From an optimization exercise on the open Yosys and OpenROAD flow, aimed at small area; shortcuts taken in it are not production practice. The RTL was checked by simulation tests, not by an equivalence proof against the original design. In every run shown here, the design's own scripts or RTL, not TritonCTS, make the clock network. The clock input has no modelled driver; a real chip could not lean on it and would need a root buffer or a full tree. No activity file was given, so power comes from the tool's default toggle rates.

$ cat flow/flow/run.sh
#!/bin/bash
# The standard layout, with these changes to how it is made:
#  - after the standard synthesis, its combinational logic is mapped again
#    for area (ABC: deepsyn, choices, area-recovering mapping); the
#    registers, their names and cell types stay as the synthesis made them
#  - ports are buffered with the smallest buffer (buf_1)
#  - clock tree synthesis inserts no dummy loads, and its tree is then
#    replaced by two clkbuf_16, each driven by the clock port and driving
#    the half of the flip-flops nearest to it (flow/clock_tree.tcl)
#  - after global routing, cells off the critical paths are downsized
# Logs: synth.log, reopt.log (Yosys/ABC), flow.log (make); ORFS's own logs
# stay in orfs/logs.
set -euo pipefail
export BUFFER_PORTS_ARGS="-buffer_cell sky130_fd_sc_hd__buf_1"
export CTS_ARGS="-sink_clustering_enable -repair_clock_nets -dont_use_dummy_load"
export RECOVER_POWER=100
export POST_CTS_TCL=$PWD/flow/clock_tree.tcl

PLAT=$FLOW_HOME/platforms/$FLOW_PLATFORM
LIB=$PLAT/lib/sky130_fd_sc_hd__tt_025C_1v80.lib
RES=$PWD/orfs/results/$FLOW_PLATFORM/timer/base
YOSYS=yosys
[[ -x $FLOW_HOME/../tools/install/yosys/bin/yosys ]] && YOSYS=$FLOW_HOME/../tools/install/yosys/bin/yosys

# 1. standard synthesis only
bash standard.sh "$RES/1_2_yosys.v" > synth.log 2>&1
cp "$RES/1_2_yosys.v" standard_synth.v

# 2. map the combinational logic again; registers are kept as instances
python3 flow/mkcells.py "$LIB" > comb_cells.v
DONT_USE=$(make -s -C "$FLOW_HOME" DESIGN_CONFIG="$PWD/config.mk" WORK_HOME="$PWD/orfs" print-DONT_USE_CELLS 2>/dev/null | sed -n 's/^DONT_USE_CELLS: //p')
DU=""
for c in $DONT_USE; do DU="$DU -dont_use $c"; done
$YOSYS -l reopt.log -p "
read_verilog comb_cells.v
read_liberty -lib -ignore_redef $LIB
read_verilog standard_synth.v
hierarchy -top $FLOW_TOP
flatten
hierarchy -top $FLOW_TOP
techmap
opt -purge
abc -liberty $LIB $DU -script $PWD/flow/reopt.abc
opt_clean -purge
insbuf -buf sky130_fd_sc_hd__buf_1 A X
stat -liberty $LIB
write_verilog -noattr -nohex -nodec reopt.v
" > /dev/null
cp reopt.v "$RES/1_2_yosys.v"

# 3. the rest of the standard layout
bash standard.sh > flow.log 2>&1
$ cat flow/flow/clock_tree.tcl
# Run as ORFS's POST_CTS_TCL hook (the clock buffer type and count are set
# at the end). Replace the clock tree that CTS built with NB buffers of type BUFCELL, all
# driven straight from the clock port, each driving one cluster of nearby
# flip-flops (k-means on the flip-flop positions, started from x-sorted
# groups), placed at its cluster's centre. Every flip-flop sees one buffer.
proc rebuild_clock_tree {bufcell nb} {
  set block [ord::get_db_block]
  set clk_net [$block findNet clk]
  set sinks {}
  set old {}
  foreach inst [$block getInsts] {
    if {[string match clkbuf_* [$inst getName]] || [string match clkload* [$inst getName]]} {
      lappend old $inst
      continue
    }
    foreach it [$inst getITerms] {
      if {[$it getNet] ne "NULL" && [[$it getNet] getSigType] eq "CLOCK" && [$it isInputSignal]} {
        lappend sinks $it
      }
    }
  }
  set oldnets {}
  foreach inst $old {
    foreach it [$inst getITerms] {
      set n [$it getNet]
      if {$n ne "NULL" && $n ne $clk_net && [lsearch $oldnets $n] < 0} { lappend oldnets $n }
      $it disconnect
    }
    odb::dbInst_destroy $inst
  }
  foreach n $oldnets {
    foreach it [$n getITerms] { $it disconnect }
    odb::dbNet_destroy $n
  }
  set pts {}
  foreach it $sinks {
    set b [[$it getInst] getBBox]
    lappend pts [list [expr {([$b xMin]+[$b xMax])/2.0}] [expr {([$b yMin]+[$b yMax])/2.0}] $it]
  }
  set pts [lsort -real -index 0 $pts]
  set n [llength $pts]
  set cs {}
  for {set g 0} {$g < $nb} {incr g} {
    set part [lrange $pts [expr {$g*$n/$nb}] [expr {($g+1)*$n/$nb - 1}]]
    set sx 0; set sy 0
    foreach p $part { set sx [expr {$sx + [lindex $p 0]}]; set sy [expr {$sy + [lindex $p 1]}] }
    lappend cs [list [expr {$sx/[llength $part]}] [expr {$sy/[llength $part]}]]
  }
  for {set iter 0} {$iter < 20} {incr iter} {
    set groups [lrepeat $nb {}]
    foreach p $pts {
      set best 0; set bd 1e30
      for {set g 0} {$g < $nb} {incr g} {
        set c [lindex $cs $g]
        set d [expr {abs([lindex $p 0]-[lindex $c 0]) + abs([lindex $p 1]-[lindex $c 1])}]
        if {$d < $bd} { set bd $d; set best $g }
      }
      lset groups $best [concat [lindex $groups $best] [list $p]]
    }
    set cs {}
    foreach part $groups {
      set sx 0; set sy 0
      foreach p $part { set sx [expr {$sx + [lindex $p 0]}]; set sy [expr {$sy + [lindex $p 1]}] }
      set k [expr {max(1, [llength $part])}]
      lappend cs [list [expr {$sx/$k}] [expr {$sy/$k}]]
    }
  }
  set master [[ord::get_db] findMaster $bufcell]
  for {set g 0} {$g < $nb} {incr g} {
    set part [lindex $groups $g]
    if {[llength $part] == 0} continue
    set buf [odb::dbInst_create $block $master clkbuf_root_$g]
    set net [odb::dbNet_create $block clknet_root_$g]
    $net setSigType CLOCK
    [$buf findITerm A] connect $clk_net
    [$buf findITerm X] connect $net
    foreach p $part { [lindex $p 2] connect $net }
    set c [lindex $cs $g]
    $buf setLocation [expr {int([lindex $c 0])}] [expr {int([lindex $c 1])}]
    $buf setPlacementStatus PLACED
  }
}

rebuild_clock_tree sky130_fd_sc_hd__clkbuf_16 2
detailed_placement
estimate_parasitics -placement
report_clock_skew
$ cat flow/flow/mkcells.py
# Writes a Verilog model of every combinational cell of a liberty file (its
# output functions as assigns), so that Yosys can take mapped logic apart.
import re, sys
lib = open(sys.argv[1]).read()
for c in re.split(r'\n\s*cell\s*\(', lib)[1:]:
    name = c.split(')')[0].strip().strip('"')
    if re.search(r'\bff\s*\(|\blatch\s*\(|statetable', c):
        continue
    ins, outs = [], []
    for pin, body in re.findall(r'pin\s*\(\s*"?(\w+)"?\s*\)\s*\{(.*?)\n\s{8}\}', c, re.S):
        d = re.search(r'direction\s*:\s*"?(\w+)"?', body)
        if not d:
            continue
        if d.group(1) == 'input':
            ins.append(pin)
        elif d.group(1) == 'output':
            f = re.search(r'function\s*:\s*"([^"]*)"', body)
            if f:
                outs.append((pin, f.group(1)))
    if not outs:
        continue
    print(f"module {name}({', '.join(ins + [o for o, _ in outs])});")
    for i in ins:
        print(f"  input {i};")
    for o, f in outs:
        e = re.sub(r'\)\s+\(', ') & (', f.replace('!', '~'))
        print(f"  output {o};\n  assign {o} = {e};")
    print("endmodule")
$ cat flow/flow/reopt.abc
strash
&get -n
&st
&deepsyn -T 20
&dch
&nf -R 1000
&put
$ cat flow/standard.sh
#!/bin/bash
# synth_recipe.tcl (not shown) runs the flow's synth.tcl, then flattens the netlist and writes it again
# the make line also repeats each setting of config.mk as NAME=value (left out here)
make -C /OpenROAD-flow-scripts/flow DESIGN_CONFIG=/design/flow/config.mk WORK_HOME=/design/flow/orfs CLKGATE_MAP_FILE= SYNTH_SCRIPT=/design/flow/synth_recipe.tcl "${@:-finish}"
$ cat flow/config.mk
export PLATFORM = sky130hd
export DESIGN_NAME = timer
export DESIGN_NICKNAME = timer
export VERILOG_FILES = /design/flow/design.v
export SDC_FILE = /design/flow/constraint.sdc
export NUM_CORES = 4
export LEC_CHECK = 0
export CAP_MARGIN = 20
export CORE_MARGIN = 2
export CORE_UTILIZATION = 70
export PLACE_DENSITY = 0.85
export SLEW_MARGIN = 20
$ cat flow/constraint.sdc
create_clock -name core_clock -period 10.0 [get_ports {clk}]
set_input_delay 2.0000 -clock core_clock [delete_from_list [all_inputs] [get_ports {clk}]]
set_output_delay 2.0000 -clock core_clock [all_outputs]
set_load 0.01 [all_outputs]
$ cat flow/design.v
module sev_seg(
    input clk,
    input rst,
    input [2:0] min,
    input [2:0] sec_t,
    input [3:0] sec_u,
    output wire [3:0] IO_SSEG_SEL,
    output reg [6:0] IO_SSEG
);
    reg [1:0] current_LED;
    reg [2:0] counter;        
    reg [3:0] sel;
    reg [3:0] shown;
    reg [3:0] old_0;
    reg [2:0] old_1, old_2;
    wire step = counter[2] & ~counter[1];   
    wire [1:0] next_LED = current_LED + step;
    always @(posedge clk) begin
      if (rst) begin
        counter <= 0;
        current_LED <= 0;
        sel <= 0;
        shown <= 4'd8;
      end else begin
        counter <= {counter[1:0], ~counter[2]};
        current_LED <= next_LED;
        case (next_LED)
            2'd0: sel <= sec_u;
            2'd1: sel <= {1'b0, sec_t};
            2'd2: sel <= {1'b0, min};
            2'd3: sel <= 4'd0;
        endcase
        if (step) begin
            case (current_LED)
                2'd3: shown <= old_0;
                2'd0: shown <= (old_1 == 3'd7) ? 4'd8 : {1'b0, old_1};
                2'd1: shown <= (old_2 == 3'd7) ? 4'd8 : {1'b0, old_2};
                2'd2: shown <= (old_2 == 3'd7) ? 4'd8 : 4'd0;
            endcase
        end else begin
            shown <= sel;
        end
      end
    end
    always @(posedge clk) begin
        if (rst) begin
            old_1 <= 3'd7; old_2 <= 3'd7;
        end else if (step) begin
            case (current_LED)
                2'd0: old_0 <= sel;
                2'd1: old_1 <= sel[2:0];
                2'd2: old_2 <= sel[2:0];
                default: ;
            endcase
        end
    end
    assign IO_SSEG_SEL = (current_LED == 2'b00) ? 4'b1110 :
                         (current_LED == 2'b01) ? 4'b1101 :
                         (current_LED == 2'b10) ? 4'b1011 :
                         4'b0111;
    wire A = shown[3], B = shown[2], C = shown[1], D = shown[0];
    always @(*) begin
        IO_SSEG[0] = ~(A | C | (B & D) | (~B & ~D));
        IO_SSEG[1] = ~(~B | (~C & ~D) | (C & D));
        IO_SSEG[2] = ~(B | ~C | D);
        IO_SSEG[3] = ~((~B & ~D) | (C & ~D) | (B & ~C & D) | (~B & C));
        IO_SSEG[4] = ~((~B & ~D) | (C & ~D));
        IO_SSEG[5] = ~(A | (~C & ~D) | (B & ~C) | (B & ~D));
        IO_SSEG[6] = ~(A | (B & ~C) | (~B & C) | (C & ~D));
    end
endmodule
module timer(
    input clk,
    input rst,
    input IO_BTN_C, IO_BTN_L, IO_BTN_R,
    input [2:0] IO_SWITCH,
    output wire [6:0] IO_SSEG,
    output wire [3:0] IO_SSEG_SEL,
    output wire [15:0] IO_LED
);
    reg [9:0] counter;        
    reg [7:0] blink_counter;  
    reg [2:0] min;            
    reg [2:0] sec_t;          
    reg [3:0] sec_u;          
    reg [1:0] timer_state;    
    reg led;
    assign IO_LED = {16{led}};
    sev_seg U00(
        .clk(clk),
        .rst(rst),
        .min(min),
        .sec_t(sec_t),
        .sec_u(sec_u),
        .IO_SSEG_SEL(IO_SSEG_SEL),
        .IO_SSEG(IO_SSEG)
    );
    wire st_clear = (timer_state == 2'b00);
    wire st_run   = (timer_state == 2'b01);
    wire st_pause = (timer_state == 2'b10);
    wire st_done  = (timer_state == 2'b11);
    wire tick  = &{counter[9:6], counter[4:3], counter[1:0]};
    wire blink = &{blink_counter[7:5], ~blink_counter[3:0]};
    wire u_zero = ~(sec_u[3] | sec_u[2] | sec_u[1] | sec_u[0]);
    wire t_zero = ~(sec_t[2] | sec_t[1] | sec_t[0]);
    wire m_zero = ~(min[2] | min[1] | min[0]);
    wire counting = st_run & ~IO_BTN_R & ~IO_BTN_L;   
    wire second   = counting & tick;                  
    wire finished = second & u_zero & t_zero & m_zero;
    wire dec_u    = second & ~(u_zero & t_zero & m_zero);
    wire dec_t    = dec_u & u_zero;
    wire dec_m    = dec_t & t_zero;
    wire blinking = st_done & ~IO_BTN_L;              
    wire [3:0] u_dn = {u_zero | (sec_u[3] & sec_u[0]),
                       (sec_u[2] & (sec_u[1] | sec_u[0])) | (sec_u[3] & ~sec_u[0]),
                       sec_u[1] ? sec_u[0] : (~sec_u[0] & (sec_u[2] | sec_u[3])),
                       ~sec_u[0]};
    wire [2:0] t_dn = {t_zero | (sec_t[2] & sec_t[0]),
                       (sec_t[1] & sec_t[0]) | (sec_t[2] & ~sec_t[0]),
                       ~sec_t[0]};
    wire [2:0] m_dn = {min[2] & min[0],
                       (min[1] & min[0]) | (min[2] & ~min[0]),
                       ~min[0]};
    wire [2:0] preset = {~IO_SWITCH[0] & ~IO_SWITCH[1] & IO_SWITCH[2],
                         ~IO_SWITCH[0] & IO_SWITCH[1],
                         IO_SWITCH[0] | IO_SWITCH[1] | IO_SWITCH[2]};
    reg [1:0] next_state;
    always @(*) begin
        case (timer_state)
            2'b00: next_state = (~IO_BTN_L & IO_BTN_C) ? 2'b01 : 2'b00;
            2'b01: next_state = IO_BTN_R ? 2'b10 : IO_BTN_L ? 2'b00 : finished ? 2'b11 : 2'b01;
            2'b10: next_state = IO_BTN_C ? 2'b01 : IO_BTN_L ? 2'b00 : 2'b10;
            default: next_state = IO_BTN_L ? 2'b00 : 2'b11;
        endcase
    end
    always @(posedge clk) begin
        if (rst) begin
            timer_state <= 2'b00;
            counter <= 10'd178;
            blink_counter <= 0;
            min <= 0; sec_t <= 0; sec_u <= 0;
        end else begin
            timer_state <= next_state;
            if (counting)
                counter <= tick ? 10'd178 : {counter[8:0], ~(counter[9] ^ counter[2])};
            if (blinking)
                blink_counter <= blink ? 8'd0 :
                    {blink_counter[6:0], ~(blink_counter[7] ^ blink_counter[1] ^ blink_counter[0])};
            if (st_clear) begin
                min <= preset; sec_t <= 0; sec_u <= 0;
            end else begin
                if (dec_u) sec_u <= u_dn;
                if (dec_t) sec_t <= t_dn;
                if (dec_m) min <= m_dn;
            end
        end
    end
    always @(posedge clk)
        led <= ~rst & blinking & (led ^ blink);
endmodule
==> results of run 1 <==
report_power, final:
group	leakage (nW)	total [mW]	internal, mW	switching, mW
Clock	0.0246	0.0883	0.0369	0.0514
Combinational	0.329	0.0213	0.00778	0.0135
Sequential	0.445	0.227	0.222	0.00455
Total	0.799	0.336	0.267	0.0695
routing by layer:
metal	global-route usage (%)	routed length, um	up-vias
li1	-	-	847
met1	35.5	1820	807
met2	49.2	2310	52
met3	4.40	214	7
met4	6.17	51	0
met5	0	0	-
registers in the layout (all words and copies together), names as in the netlist, named ones only:
register	cells
counter	10
blink_counter	8
U00.old_0	4
U00.sel	4
U00.shown	4
U00.counter	3
U00.old_1	3
U00.old_2	3
sec_u	3
U00.current_LED	2
min	2
timer_state	2
led	1
sec_t	1
how the worst min path moves through the flow:
stage / startpoint / endpoint / slack, ns / cells after the start
3_5_place_dp: U00.sel[3]$_SDFF_PP0_ / U00.old_0[3]$_DFFE_PP_ / 0.43 / 0
2_1_floorplan: U00.counter[2]$_SDFF_PP0_ / U00.counter[0]$_SDFF_PP0_ / 0.40 / 1
3_3_place_gp: U00.counter[2]$_SDFF_PP0_ / U00.counter[0]$_SDFF_PP0_ / 0.42 / 1
5_1_grt: U00.sel[3]$_SDFF_PP0_ / U00.old_0[3]$_DFFE_PP_ / 0.46 / 0
6_report: U00.counter[2]$_SDFF_PP0_ / U00.counter[0]$_SDFF_PP0_ / 0.45 / 1
critical path, cell delays in order:
cell and delay [ns]:
sky130_fd_sc_hd__clkbuf_1 0.47, sky130_fd_sc_hd__nor2_1 0.17, sky130_fd_sc_hd__or2_0 0.35, sky130_fd_sc_hd__a21o_1 0.24
sky130_fd_sc_hd__nor2b_1 0.17, sky130_fd_sc_hd__a222oi_1 0.39, sky130_fd_sc_hd__clkinv_1 0.12
final cells by class:
class                           count  area (um2)  share of cell area [%]
Buffer                              2        50.0                    2.21
Tap cell                           31        38.8                    1.72
Sequential cell                    54        1120                    49.6
Inverter                            7        26.3                    1.16
Timing Repair Buffer               34         128                    5.65
Multi-Input combinational cell    149         896                    39.6
through the flow:
step	utilization, %	total power [mW]	setup slack [ns]
floorplan	-	0.244	6.55
global placement	78.8	0.251	6.07
detailed placement	78.8	0.252	6.03
global route	80.6	0.346	5.84
finish	80.6	0.336	6.12
==> flow_metrics.py, run 1 <==
metrics = {
    "detailed_routing": {
        "drtPass1Iterations": 17,
        "finalWirelength_um": 4390,
        "post_drt_via_cell_ratio": 6.18,
        "wl_per_cell_um": 15.9,
        "detailedRoute.firstIterationViolations": 141,
        "drc": 0,
        "detailroute.via_count": 1713,
        "drtAntennaViolNets": 0,
    },
    "timing": {
        "grt_setup_unrepaired": "no",
        "hold_ws_ns": 0.453,
        "tightest_slew_ns": 0.757,
        "setup_total_negative_slack_ns": 0,
        "fmaxAchievable_ghz": 0.258,
        "report.final.hold_viol_count": 0,
        "layout_min_cycle_time_ns": 3.88,
        "setup_viol": 0,
        "final_max_slew_viol_count": 0,
        "final.setup_skew_ns": 0.00244,
        "relSlewSlack_pct": 49.0,
        "final.period_utilization_pct": 38.8,
    },
    "floorplanning": {
        "die_area_mm2": 0.00346,
        "ios": 35,
        "dieWidth_um": 58.8,
        "core_region_area_mm2": 0.00281,
        "floorplan.initialDensity_pct": 75.0,
        "rows": 19,
        "die_y_um": 58.8,
    },
    "finish": {
        "num-fill-cells": 183,
        "summed_area_of_non_filler_cells_in_the_final_layout_mm2": 0.00226,
        "most_common_library_cell_in_the_layout_ignoring_fill_and_taps": "sky130_fd_sc_hd__dfxtp_1",
        "layout_common_cells": "sky130_fd_sc_hd__dfxtp_1, sky130_fd_sc_hd__buf_1, sky130_fd_sc_hd__nor2_1, sky130_fd_sc_hd__nand2_1, sky130_fd_sc_hd__a22o_1",
        "antennaDiodeCount": 0,
        "fin_nets": 256,
        "layout-area-overhead-vs-synth_pct": 7.44,
        "post_route_cells_drive_above_1_share_pct": 0.813,
        "layout.cells.non_filler": 277,
    },
    "yosys": {
        "synthesis.area_per_instance_um2": 9.31,
        "synth_warnings": 2,
        "synth_fp_nets": 234,
        "mappedNetlistArea_mm2": 0.00210,
        "synthesis.instances": 226,
    },
    "placement": {
        "placed_cell_area_mm2": 0.00221,
        "placedCellCount": 275,
        "hpwlAfterDp_um": 3340,
        "port_buffers": 34,
        "globalplace.congestion": 0.903,
    },
    "worst_setup_path": {
        "r2r_cells": 8,
        "timing.critical_path.required_ns": 10.04,
        "worst-endpoint-arrival_ns": 3.92,
        "crit_path_end_kind": "register",
        "crit_end": "U00.sel[0]$_SDFF_PP0_",
        "timing.reg2reg.setup_slack_ns": 7.82,
        "setup.worst_path.start": "rst",
        "critPathKind": "input port to register",
        "critical_path.max_fanout": 17,
        "r2r-start": "timer_state[1]$_SDFF_PP0_",
        "start_kind": "input port",
        "r2r-end": "min[0]$_SDFFE_PP0P_",
    },
    "hold_path": {
        "worst_hold_path_type": "register to register",
    },
    "run": {
        "max_cap_violations": 0,
    },
    "power": {
        "power.density_cell_area_mw_per_mm2": 149,
        "power.static_leakage_nw": 0.799,
        "peakVddDrop_v": 0.000140,
    },
    "outcome": {
        "outcome": "complete, no violations",
    },
    "clock_tree": {
        "clkTransAtPathRegs_ns": 0.10,
        "clk-insertion-delay-late_ns": 0.16,
        "clock_sink_count": 54,
    },
    "grt": {
        "groute.usage.overall_pct": 27.7,
        "globalRoute.totalOverflow": 0,
        "grt_first_pass_wirelength_um": 7420,
        "grt_antenna_before_repair": 0,
        "grt_start_max_net_pins": 30,
        "vias_in_the_first_global_route": 1639,
    },
}
==> inputs of run 2 (changes only) <==
--- a/flow/config.mk
+++ b/flow/config.mk
@@ -9,4 +9,4 @@
 export CORE_MARGIN = 2
-export CORE_UTILIZATION = 70
-export PLACE_DENSITY = 0.85
+export CORE_UTILIZATION = 40
+export PLACE_DENSITY = 0.6
 export SLEW_MARGIN = 20
==> flow_metrics.py, run 2 <==
metrics = {
    "detailed_routing": {
        "finalWirelength_um": 3760,
        "drtAntennaViolNets": 0,
        "post_drt_via_cell_ratio": 5.11,
        "detailroute.via_count": 1615,
        "drc": 0,
        "drtPass1Iterations": 5,
        "wl_per_cell_um": 11.9,
        "detailedRoute.firstIterationViolations": 90,
    },
    "outcome": {
        "outcome": "complete, no violations",
    },
    "power": {
        "post-layout-total-power_mw": 0.336,
        "peakVddDrop_v": 0.000106,
        "power.static_leakage_nw": 0.799,
        "power.density_cell_area_mw_per_mm2": 145,
    },
    "floorplanning": {
        "rows": 26,
        "die_y_um": 76.5,
        "core_region_area_mm2": 0.00507,
        "ios": 35,
        "dieWidth_um": 76.5,
        "die_area_mm2": 0.00585,
        "floorplan.initialDensity_pct": 41.4,
    },
    "timing": {
        "final.period_utilization_pct": 37.9,
        "setup_viol": 0,
        "setup_total_negative_slack_ns": 0,
        "report.final.hold_viol_count": 0,
        "tightest_slew_ns": 0.692,
        "layout_min_cycle_time_ns": 3.79,
        "least_setup_slack_across_all_paths_after_layout_ns": 6.21,
        "fmaxAchievable_ghz": 0.264,
        "relSlewSlack_pct": 53.4,
        "hold_ws_ns": 0.438,
        "final.setup_skew_ns": 0.0300,
        "final_max_slew_viol_count": 0,
        "grt_setup_unrepaired": "no",
    },
    "finish": {
        "antennaDiodeCount": 0,
        "num-fill-cells": 496,
        "layout-area-overhead-vs-synth_pct": 9.76,
        "layout_common_cells": "sky130_fd_sc_hd__dfxtp_1, sky130_fd_sc_hd__buf_1, sky130_fd_sc_hd__nor2_1, sky130_fd_sc_hd__nand2_1, sky130_fd_sc_hd__a22o_1",
        "layout_top_registers": "counter x10, blink_counter x8",
        "fin_nets": 256,
        "total_area_of_multi_input_combinational_cells_um2": 896,
        "largest-register": "counter",
        "layout.cells.non_filler": 316,
        "largest_reg_flops": 10,
        "regArea_mm2": 0.00112,
        "most_common_library_cell_in_the_layout_ignoring_fill_and_taps": "sky130_fd_sc_hd__dfxtp_1",
        "post_route_cells_drive_above_1_share_pct": 0.813,
    },
    "worst_setup_path": {
        "timing.critical_path.required_ns": 10.07,
        "timing.critical_path.slowest_cell_delay_ns": 0.48,
        "worst-endpoint-arrival_ns": 3.86,
        "critPathKind": "input port to register",
        "start_kind": "input port",
        "crit_path_cell_trace": "clkbuf_1 > or3b_1 > or2_0 > o21ai_0 > a222oi_1 > clkinv_1",
        "crit_path_end_kind": "register",
        "worst_path_max_delay_cell": "sky130_fd_sc_hd__clkbuf_1",
        "critical_path.max_fanout": 17,
    },
    "grt": {
        "grt_antenna_before_repair": 0,
        "vias_in_the_first_global_route": 1392,
        "globalRoute.totalOverflow": 0,
        "groute.usage.overall_pct": 13.2,
        "grt_start_max_net_pins": 34,
        "grt_first_pass_wirelength_um": 6430,
    },
    "clock_tree": {
        "clkTransAtPathRegs_ns": 0.11,
        "clock_sink_count": 54,
        "clk-insertion-delay-late_ns": 0.17,
    },
    "hold_path": {
        "worst_hold_path_type": "register to register",
    },
    "yosys": {
        "mappedNetlistArea_mm2": 0.00210,
        "synth_fp_nets": 234,
        "synth_warnings": 2,
        "synthesis.instances": 226,
        "synthesis.area_per_instance_um2": 9.31,
    },
    "placement": {
        "globalplace.congestion": 0.739,
        "port_buffers": 34,
        "placedCellCount": 314,
        "hpwlAfterDp_um": 2800,
        "dpl_worst_slack_ns": 6.00,
    },
    "run": {
        "max_cap_violations": 0,
    },
}
## run 2: worst paths after layout
check | from | to | slack (ns) | cells past startpoint
max reg2reg | timer_state[1]$_SDFF_PP0_ | min[0]$_SDFFE_PP0P_ | 7.87 | 8
min reg2reg | U00.counter[2]$_SDFF_PP0_ | U00.counter[0]$_SDFF_PP0_ | 0.44 | 1
max | rst | U00.sel[1]$_SDFF_PP0_ | 6.21 | 6
min | U00.counter[2]$_SDFF_PP0_ | U00.counter[0]$_SDFF_PP0_ | 0.44 | 1
## run 2: layout make-up
type / instances / share of cell area (%)
multi-input combinational: 149 / 38.8
tap: 70 / 3.79
timing repair buffer: 34 / 5.53
sequential: 54 / 48.6
inverter: 7 / 1.14
buffer: 2 / 2.17
## run 2: layer usage
metal | GRT usage [%] | up-vias | part of all wire, %
met1 | 18.8 | 729 | 51
met3 | 3.20 | 3 | 5.3
met2 | 20.3 | 43 | 42
met4 | 2.91 | 0 | 0.99
li1 | - | 840 | -
met5 | 0 | - | 0
## run 2: power breakdown
part | total, mW | switching [mW] | internal, mW
Clock | 0.0889 | 0.0520 | 0.0369
Combinational | 0.0206 | 0.0129 | 0.00778
Sequential | 0.226 | 0.00408 | 0.222
Total | 0.336 | 0.0690 | 0.267
## run 2: per-stage QoR
stage	instance area (um2)	utilization (%)
6_report	2310	45.5
5_1_grt	2310	45.5
3_5_place_dp	2260	44.5
3_3_place_gp	2260	44.5
2_1_floorplan	2100	-
## run 2: worst max-delay path: cells and delay by family
| family | cells | cell delay, ns |
|---|---|---|
| and+or+nand+nor | 2 | 0.66 |
| AOI/OAI and AO/OA | 2 | 0.62 |
| buffers and inverters | 2 | 0.58 |
==> inputs of run 3 (changes only) <==
--- a/flow/flow/clock_tree.tcl
+++ b/flow/flow/clock_tree.tcl
@@ -83,3 +83,3 @@
 
-rebuild_clock_tree sky130_fd_sc_hd__clkbuf_16 2
+rebuild_clock_tree sky130_fd_sc_hd__clkbuf_8 3
 detailed_placement
==> flow_metrics.py, run 3 <==
metrics = {
    "detailed_routing": {
        "post_drt_via_cell_ratio": 5.11,
        "wl_per_cell_um": 11.8,
        "detailroute.via_count": 1620,
        "drc": 0,
        "finalWirelength_um": 3750,
        "detailedRoute.firstIterationViolations": 96,
        "drtAntennaViolNets": 0,
        "drtPass1Iterations": 4,
    },
    "power": {
        "power.static_leakage_nw": 0.796,
        "peakVddDrop_v": 0.000101,
        "power.density_cell_area_mw_per_mm2": 142,
    },
    "worst_setup_path": {
        "r2r-start": "timer_state[1]$_SDFF_PP0_",
        "crit_path_end_kind": "register",
        "start_kind": "input port",
        "crit_path_cell_trace": "clkbuf_1 > or3b_1 > or2_0 > o21ai_0 > a222oi_1 > clkinv_1",
        "worst_path_max_delay_cell": "sky130_fd_sc_hd__clkbuf_1",
        "critPathKind": "input port to register",
        "critical_path.max_fanout": 17,
        "worst-endpoint-arrival_ns": 3.84,
        "cpLargestDelayFamily": "simple AND/OR/NAND/NOR gates",
        "crit_cells": 6,
        "r2r_cells": 8,
        "setup.worst_path.start": "rst",
        "crit_end": "U00.sel[1]$_SDFF_PP0_",
        "timing.critical_path.required_ns": 10.06,
        "r2r-end": "min[0]$_SDFFE_PP0P_",
        "timing.reg2reg.setup_slack_ns": 7.86,
        "crit_buf_inv": 2,
        "timing.critical_path.slowest_cell_delay_ns": 0.48,
    },
    "placement": {
        "placed_cell_area_mm2": 0.00226,
        "port_buffers": 34,
        "hpwlAfterDp_um": 2800,
        "globalplace.congestion": 0.739,
    },
    "yosys": {
        "synthesis.instances": 226,
        "mappedNetlistArea_mm2": 0.00210,
        "synth_warnings": 2,
        "synthesis.area_per_instance_um2": 9.31,
        "synth_fp_nets": 234,
    },
    "finish": {
        "fin_nets": 257,
        "layout_top_registers": "counter x10, blink_counter x8",
        "layout-area-overhead-vs-synth_pct": 9.34,
        "largest_reg_flops": 10,
        "final_core_util_pct": 45.3,
        "antennaDiodeCount": 0,
        "most_common_library_cell_in_the_layout_ignoring_fill_and_taps": "sky130_fd_sc_hd__dfxtp_1",
        "post_route_cells_drive_above_1_share_pct": 1.21,
        "largest-register": "counter",
        "layout_common_cells": "sky130_fd_sc_hd__dfxtp_1, sky130_fd_sc_hd__buf_1, sky130_fd_sc_hd__nor2_1, sky130_fd_sc_hd__nand2_1, sky130_fd_sc_hd__a22o_1",
        "summed_area_of_non_filler_cells_in_the_final_layout_mm2": 0.00230,
    },
    "grt": {
        "grt_first_pass_wirelength_um": 6430,
        "groute.usage.overall_pct": 13.4,
        "globalRoute.totalOverflow": 0,
        "grt_antenna_before_repair": 0,
        "vias_in_the_first_global_route": 1393,
        "grt_start_max_net_pins": 22,
    },
    "timing": {
        "grt_setup_unrepaired": "no",
        "final.setup_skew_ns": 0.0174,
        "tightest_slew_ns": 0.727,
        "layout_min_cycle_time_ns": 3.78,
        "relSlewSlack_pct": 51.0,
        "report.final.hold_viol_count": 0,
        "hold_ws_ns": 0.435,
        "fmaxAchievable_ghz": 0.265,
        "final.period_utilization_pct": 37.8,
        "final_max_slew_viol_count": 0,
        "setup_viol": 0,
        "setup_total_negative_slack_ns": 0,
    },
    "floorplanning": {
        "die_area_mm2": 0.00585,
        "rows": 26,
        "die_y_um": 76.5,
        "core_region_area_mm2": 0.00507,
        "dieWidth_um": 76.5,
        "ios": 35,
        "floorplan.initialDensity_pct": 41.4,
    },
    "run": {
        "max_cap_violations": 0,
    },
    "outcome": {
        "outcome": "complete, no violations",
    },
    "clock_tree": {
        "clock_sink_count": 54,
        "clk-insertion-delay-late_ns": 0.17,
        "clkTransAtPathRegs_ns": 0.12,
    },
    "hold_path": {
        "worst_hold_path_type": "register to register",
    },
}
-- run 3: final cells by class --
| cell class | instances | area (um2) |
|---|---|---|
| fillers | 497 | 2780 |
| flip-flops and latches | 54 | 1120 |
| multi-input cells | 149 | 896 |
| repair buffers | 34 | 128 |
| well taps | 70 | 87.6 |
| plain buffers | 3 | 41.3 |
| inverters | 7 | 26.3 |
-- run 3: per-stage QoR --
step                      std cells  worst slack (ns)  total power [mW]
after global placement          314              6.05             0.252
after detailed placement        314              6.00             0.252
final                           317              6.22             0.327
after global routing            317              5.99             0.341
after floorplan                 226              6.55             0.244
-- run 3: how the worst min path moves through the flow --
stage / depth (start not counted) / slack [ns] / from / end
global route: 1 / 0.46 / U00.counter[2]$_SDFF_PP0_ / U00.counter[0]$_SDFF_PP0_
detailed placement: 0 / 0.42 / U00.sel[3]$_SDFF_PP0_ / U00.old_0[3]$_DFFE_PP_
finish: 1 / 0.44 / U00.counter[2]$_SDFF_PP0_ / U00.counter[0]$_SDFF_PP0_
floorplan: 1 / 0.40 / U00.counter[2]$_SDFF_PP0_ / U00.counter[0]$_SDFF_PP0_
global placement: 1 / 0.41 / U00.counter[2]$_SDFF_PP0_ / U00.counter[0]$_SDFF_PP0_
-- run 3: worst register-to-register path, stage by stage (launching register included) --
cell	delay, ns
sky130_fd_sc_hd__dfxtp_1	0.42
sky130_fd_sc_hd__mux2i_1	0.13
sky130_fd_sc_hd__nor4_1	0.46
sky130_fd_sc_hd__nor2b_1	0.35
sky130_fd_sc_hd__nand2_1	0.18
sky130_fd_sc_hd__nor2_1	0.15
sky130_fd_sc_hd__nand2_1	0.10
sky130_fd_sc_hd__a21oi_1	0.14
sky130_fd_sc_hd__o21ai_0	0.08
-- run 3: layer usage --
| metal | GRT usage [%] | vias to the layer above | part of all wire (%) |
|---|---|---|---|
| met4 | 3.45 | 0 | 1.1 |
| met2 | 20.0 | 45 | 42 |
| li1 | - | 842 | - |
| met1 | 18.6 | 730 | 52 |
| met5 | 0 | - | 0 |
| met3 | 4.27 | 3 | 5.1 |
-- run 3: where the power goes --
group | leakage [nW] | internal, mW | switching (mW)
clock | 0.0216 | 0.0280 | 0.0520
combinational | 0.329 | 0.00778 | 0.0128
sequential | 0.445 | 0.222 | 0.00407
==> inputs of run 4 (changes only) <==
--- a/flow/flow/run.sh
+++ b/flow/flow/run.sh
@@ -7,4 +7,4 @@
 #  - clock tree synthesis inserts no dummy loads, and its tree is then
-#    replaced by two clkbuf_16, each driven by the clock port and driving
-#    the half of the flip-flops nearest to it (flow/clock_tree.tcl)
+#    replaced by three clkbuf_8, each driven by the clock port and driving
+#    one cluster of nearby flip-flops (flow/clock_tree.tcl)
 #  - after global routing, cells off the critical paths are downsized
==> flow_metrics.py, run 4 <==
metrics = {
    "detailed_routing": {
        "detailedRoute.firstIterationViolations": 96,
        "post_drt_via_cell_ratio": 5.11,
        "drtAntennaViolNets": 0,
        "detailroute.via_count": 1620,
        "drtPass1Iterations": 4,
        "drc": 0,
        "wl_per_cell_um": 11.8,
        "finalWirelength_um": 3750,
    },
    "outcome": {
        "outcome": "complete, no violations",
    },
    "worst_setup_path": {
        "critPathKind": "input port to register",
        "start_kind": "input port",
        "r2r_cells": 8,
        "worst-endpoint-arrival_ns": 3.84,
        "crit_path_end_kind": "register",
        "timing.critical_path.required_ns": 10.06,
        "critical_path.max_fanout": 17,
    },
    "power": {
        "seq_power_share_pct": 69.2,
        "share_of_total_power_in_combinational_logic_pct": 6.3,
        "power.static_leakage_nw": 0.796,
        "power.density_cell_area_mw_per_mm2": 142,
        "p_switching_mw": 0.0688,
        "p_int_mw": 0.258,
        "peakVddDrop_v": 0.000101,
        "switching_share_pct": 21.1,
        "clockPowerShare_pct": 24.5,
    },
    "grt": {
        "grt_util_met2_pct": 20.0,
        "grt.met3_usage_pct": 4.27,
        "grt_start_max_net_pins": 22,
        "groute.usage.overall_pct": 13.4,
        "grt_first_pass_wirelength_um": 6430,
        "grt_antenna_before_repair": 0,
        "globalRoute.totalOverflow": 0,
        "vias_in_the_first_global_route": 1393,
        "gr-max-usage-layer": "met2",
        "grt.met1_usage_pct": 18.6,
    },
    "floorplanning": {
        "rows": 26,
        "dieWidth_um": 76.5,
        "core_region_area_mm2": 0.00507,
        "floorplan.initialDensity_pct": 41.4,
        "die_y_um": 76.5,
        "die_area_mm2": 0.00585,
        "ios": 35,
    },
    "finish": {
        "layout_common_cells": "sky130_fd_sc_hd__dfxtp_1, sky130_fd_sc_hd__buf_1, sky130_fd_sc_hd__nor2_1, sky130_fd_sc_hd__nand2_1, sky130_fd_sc_hd__a22o_1",
        "post_route_cells_drive_above_1_share_pct": 1.21,
        "largest-register": "counter",
        "total_area_of_multi_input_combinational_cells_um2": 896,
        "layout_top_registers": "counter x10, blink_counter x8",
        "most_common_library_cell_in_the_layout_ignoring_fill_and_taps": "sky130_fd_sc_hd__dfxtp_1",
        "num-fill-cells": 497,
        "largest_reg_flops": 10,
        "layout-area-overhead-vs-synth_pct": 9.34,
        "regArea_mm2": 0.00112,
        "fin_nets": 257,
        "final_core_util_pct": 45.3,
        "antennaDiodeCount": 0,
    },
    "timing": {
        "layout_min_cycle_time_ns": 3.78,
        "final_max_slew_viol_count": 0,
        "relSlewSlack_pct": 51.0,
        "final.period_utilization_pct": 37.8,
        "grt_setup_unrepaired": "no",
        "setup_viol": 0,
        "final.setup_skew_ns": 0.0174,
        "fmaxAchievable_ghz": 0.265,
        "setup_total_negative_slack_ns": 0,
        "report.final.hold_viol_count": 0,
        "tightest_slew_ns": 0.727,
    },
    "hold_path": {
        "worst_hold_path_type": "register to register",
        "min_path_cells": 1,
    },
    "placement": {
        "globalplace.congestion": 0.739,
        "port_buffers": 34,
        "hpwlAfterDp_um": 2800,
    },
    "yosys": {
        "synthesis.instances": 226,
        "synthesis.area_per_instance_um2": 9.31,
        "mappedNetlistArea_mm2": 0.00210,
        "synth_fp_nets": 234,
        "synth_warnings": 2,
    },
    "clock_tree": {
        "clock_sink_count": 54,
        "clk-insertion-delay-late_ns": 0.17,
        "clkTransAtPathRegs_ns": 0.12,
    },
    "run": {
        "max_cap_violations": 0,
    },
}
-- run 4: power groups by stage --
| stage | combinational (mW) | sequential (mW) | clock [mW] |
|---|---|---|---|
| final | 0.0206 | 0.226 | 0.0799 |
| after global routing | 0.0239 | 0.227 | 0.0896 |
| after detailed placement | 0.0207 | 0.231 | 0 |
| after global placement | 0.0206 | 0.231 | 0 |
| after floorplan | 0.0140 | 0.230 | 0 |
-- run 4: per-stage QoR --
stage                     power [mW]  std cells  setup slack (ns)  cell area (um2)  hold slack, ns
after detailed placement       0.252        314              6.00             2260           0.422
after global routing           0.341        317              5.99             2300           0.455
after global placement         0.252        314              6.05             2260           0.406
final                          0.327        317              6.22             2300           0.435
after floorplan                0.244        226              6.55             2100           0.396
-- run 4: layout make-up --
| type | instances | share of cell area [%] |
|---|---|---|
| plain buffers | 3 | 1.80 |
| inverters | 7 | 1.14 |
| multi-input cells | 149 | 39.0 |
| flip-flops and latches | 54 | 48.7 |
| well taps | 70 | 3.81 |
| repair buffers | 34 | 5.55 |
-- run 4: final timing paths --
| check | slack, ns | start | endpoint |
|---|---|---|---|
| max | 6.22 | rst | U00.sel[1]$_SDFF_PP0_ |
| min | 0.44 | U00.counter[2]$_SDFF_PP0_ | U00.counter[0]$_SDFF_PP0_ |
| max reg2reg | 7.86 | timer_state[1]$_SDFF_PP0_ | min[0]$_SDFFE_PP0P_ |
| min reg2reg | 0.44 | U00.counter[2]$_SDFF_PP0_ | U00.counter[0]$_SDFF_PP0_ |
-- run 4: layer usage --
layer	wire, um	part of all wire, %
met5	0	0
met4	42	1.1
met3	192	5.1
met2	1570	42
met1	1950	52
-- run 4: worst max-delay path, cell delays in order --
cell and delay [ns]:
sky130_fd_sc_hd__clkbuf_1 0.48, sky130_fd_sc_hd__or3b_1 0.32, sky130_fd_sc_hd__or2_0 0.32, sky130_fd_sc_hd__o21ai_0 0.25, sky130_fd_sc_hd__a222oi_1 0.36, sky130_fd_sc_hd__clkinv_1 0.10
==> inputs of run 5 (changes only) <==
--- a/flow/config.mk
+++ b/flow/config.mk
@@ -9,4 +9,4 @@
 export CORE_MARGIN = 2
-export CORE_UTILIZATION = 40
-export PLACE_DENSITY = 0.6
+export CORE_UTILIZATION = 60
+export PLACE_DENSITY = 0.75
 export SLEW_MARGIN = 20
==> flow_metrics.py, run 5 <==
metrics = {
    "outcome": {
        "outcome": "complete, no violations",
    },
    "power": {
        "power.density_cell_area_mw_per_mm2": 143,
        "peakVddDrop_v": 0.000110,
        "power.static_leakage_nw": 0.796,
    },
    "finish": {
        "fin_nets": 257,
        "most_common_library_cell_in_the_layout_ignoring_fill_and_taps": "sky130_fd_sc_hd__dfxtp_1",
        "largest_reg_flops": 10,
        "total_area_of_multi_input_combinational_cells_um2": 896,
        "final_core_util_pct": 67.5,
        "largest-register": "counter",
        "antennaDiodeCount": 0,
        "layout.cells.non_filler": 293,
        "post_route_cells_drive_above_1_share_pct": 1.21,
        "regArea_mm2": 0.00112,
        "layout_common_cells": "sky130_fd_sc_hd__dfxtp_1, sky130_fd_sc_hd__buf_1, sky130_fd_sc_hd__nor2_1, sky130_fd_sc_hd__nand2_1, sky130_fd_sc_hd__a22o_1",
        "layout-area-overhead-vs-synth_pct": 7.91,
        "num-fill-cells": 297,
        "layout_top_registers": "counter x10, blink_counter x8",
    },
    "detailed_routing": {
        "detailroute.via_count": 1652,
        "detailedRoute.firstIterationViolations": 113,
        "drtPass1Iterations": 4,
        "wl_per_cell_um": 13.2,
        "drc": 0,
        "post_drt_via_cell_ratio": 5.64,
        "drtAntennaViolNets": 0,
        "finalWirelength_um": 3880,
    },
    "floorplanning": {
        "core_region_area_mm2": 0.00336,
        "die_area_mm2": 0.00399,
        "dieWidth_um": 63.2,
        "floorplan.initialDensity_pct": 62.5,
        "ios": 35,
        "rows": 21,
        "die_y_um": 63.2,
    },
    "grt": {
        "vias_in_the_first_global_route": 1485,
        "grt_start_max_net_pins": 20,
        "globalRoute.totalOverflow": 0,
        "grt_first_pass_wirelength_um": 6610,
        "grt_antenna_before_repair": 0,
        "groute.usage.overall_pct": 20.4,
    },
    "worst_setup_path": {
        "timing.critical_path.slowest_cell_delay_ns": 0.46,
        "start_kind": "input port",
        "crit_path_end_kind": "register",
        "critical_path.max_fanout": 17,
        "crit_path_cell_trace": "clkbuf_1 > nor2_1 > or2_0 > a21o_1 > nor2b_1 > a222oi_1 > clkinv_1",
        "timing.critical_path.required_ns": 10.05,
        "cpLargestDelayFamily": "simple AND/OR/NAND/NOR gates",
        "critPathKind": "input port to register",
        "worst_path_max_delay_cell": "sky130_fd_sc_hd__clkbuf_1",
        "crit_buf_inv": 2,
        "worst-endpoint-arrival_ns": 3.82,
    },
    "placement": {
        "placedCellCount": 290,
        "hpwlAfterDp_um": 2900,
        "globalplace.congestion": 0.824,
        "port_buffers": 34,
    },
    "timing": {
        "tightest_slew_ns": 0.681,
        "final.period_utilization_pct": 37.7,
        "final_max_slew_viol_count": 0,
        "layout_min_cycle_time_ns": 3.77,
        "grt_setup_unrepaired": "no",
        "relSlewSlack_pct": 54.1,
        "final.setup_skew_ns": 0.00689,
        "report.final.hold_viol_count": 0,
        "setup_total_negative_slack_ns": 0,
        "fmaxAchievable_ghz": 0.265,
        "setup_viol": 0,
    },
    "yosys": {
        "synth_fp_nets": 234,
        "synthesis.instances": 226,
        "mappedNetlistArea_mm2": 0.00210,
        "synth_warnings": 2,
        "synthesis.area_per_instance_um2": 9.31,
    },
    "clock_tree": {
        "clock_sink_count": 54,
        "clkTransAtPathRegs_ns": 0.10,
        "clk-insertion-delay-late_ns": 0.16,
    },
    "run": {
        "max_cap_violations": 0,
    },
    "hold_path": {
        "worst_hold_path_type": "register to register",
    },
}
-- run 5: path summary, 6_finish.rpt --
kind | start | cells past startpoint | slack [ns] | endpoint
max reg2reg | timer_state[1]$_SDFF_PP0_ | 8 | 7.85 | min[0]$_SDFFE_PP0P_
min | U00.counter[2]$_SDFF_PP0_ | 1 | 0.44 | U00.counter[0]$_SDFF_PP0_
min reg2reg | U00.counter[2]$_SDFF_PP0_ | 1 | 0.44 | U00.counter[0]$_SDFF_PP0_
max | rst | 7 | 6.23 | U00.sel[1]$_SDFF_PP0_
-- run 5: cell type report --
cell class	count	share of cell area, %
plain buffers	3	1.82
inverters	7	1.16
flip-flops and latches	54	49.4
multi-input cells	149	39.5
repair buffers	34	5.62
well taps	46	2.54
-- run 5: worst reg2reg max path, stage by stage, from the launching register on --
cell                      delay (ns)
sky130_fd_sc_hd__dfxtp_1        0.42
sky130_fd_sc_hd__mux2i_1        0.14
sky130_fd_sc_hd__nor4_1         0.45
sky130_fd_sc_hd__nor2b_1        0.32
sky130_fd_sc_hd__nand2_1        0.17
sky130_fd_sc_hd__nor2_1         0.17
sky130_fd_sc_hd__nand2_1        0.11
sky130_fd_sc_hd__a21oi_1        0.15
sky130_fd_sc_hd__o21ai_0        0.08
-- run 5: where the power goes --
group	total, mW	switching [mW]	leakage (nW)	internal [mW]
logic	0.0208	0.0130	0.329	0.00778
registers	0.227	0.00442	0.445	0.222
clock network	0.0779	0.0500	0.0216	0.0279
-- run 5: per-layer routing --
metal	vias to the layer above	track usage [%]	wire [um]
li1	848	-	-
met3	4	4.64	143
met1	769	26.3	1850
met5	-	0	0
met2	31	33.6	1850
met4	0	7.34	32
-- run 5: through the flow --
stage / power (mW) / hold WS (ns) / instance area, um2 / worst slack, ns
after floorplan: 0.244 / 0.396 / 2100 / 6.55
after global placement: 0.252 / 0.413 / 2230 / 6.07
after detailed placement: 0.252 / 0.429 / 2230 / 6.04
after global routing: 0.339 / 0.475 / 2270 / 5.99
final: 0.325 / 0.442 / 2270 / 6.23

## separate check: timing with driven ports
Ports are ideal in the flow. The routed layouts listed here were re-timed in OpenROAD. Step 1 (the two cells are an assumption about what drives the block):
set clk [get_ports {clk}]
set_driving_cell -lib_cell sky130_fd_sc_hd__clkbuf_16 $clk
set_driving_cell -lib_cell sky130_fd_sc_hd__buf_2 [delete_from_list [all_inputs] $clk]
Step 2 adds t to the input delays and takes it off the output delays; t is the mean of the earliest and latest rising clock arrival at the registers after step 1. Input paths then give back, and output paths get back, about the clock's delay inside the block. Three values: no drivers, after step 1, after step 2; two values: the first two.
run	t, ns	slack for setup (ns)	hold WS [ns]	worst slew at a driven data input, ns
run 1	0.205	6.118 / 6.140 / 5.934	0.453 / 0.453 / 0.453	0.03
run 2	0.207	6.207 / 6.231 / 6.024	0.438 / 0.438 / 0.438	0.03
run 3	0.208	6.224 / 6.249 / 6.041	0.435 / 0.435 / 0.435	0.03
run 4	0.208	6.224 / 6.249 / 6.041	0.435 / 0.435 / 0.435	0.03
run 5	0.201	6.232 / 6.254 / 6.053	0.442 / 0.442 / 0.442	0.03
After both steps every run listed still meets setup and hold. The setup slack of run 1, which loses most, moves by +0.022 ns with the drivers and by -0.184 ns with both steps.
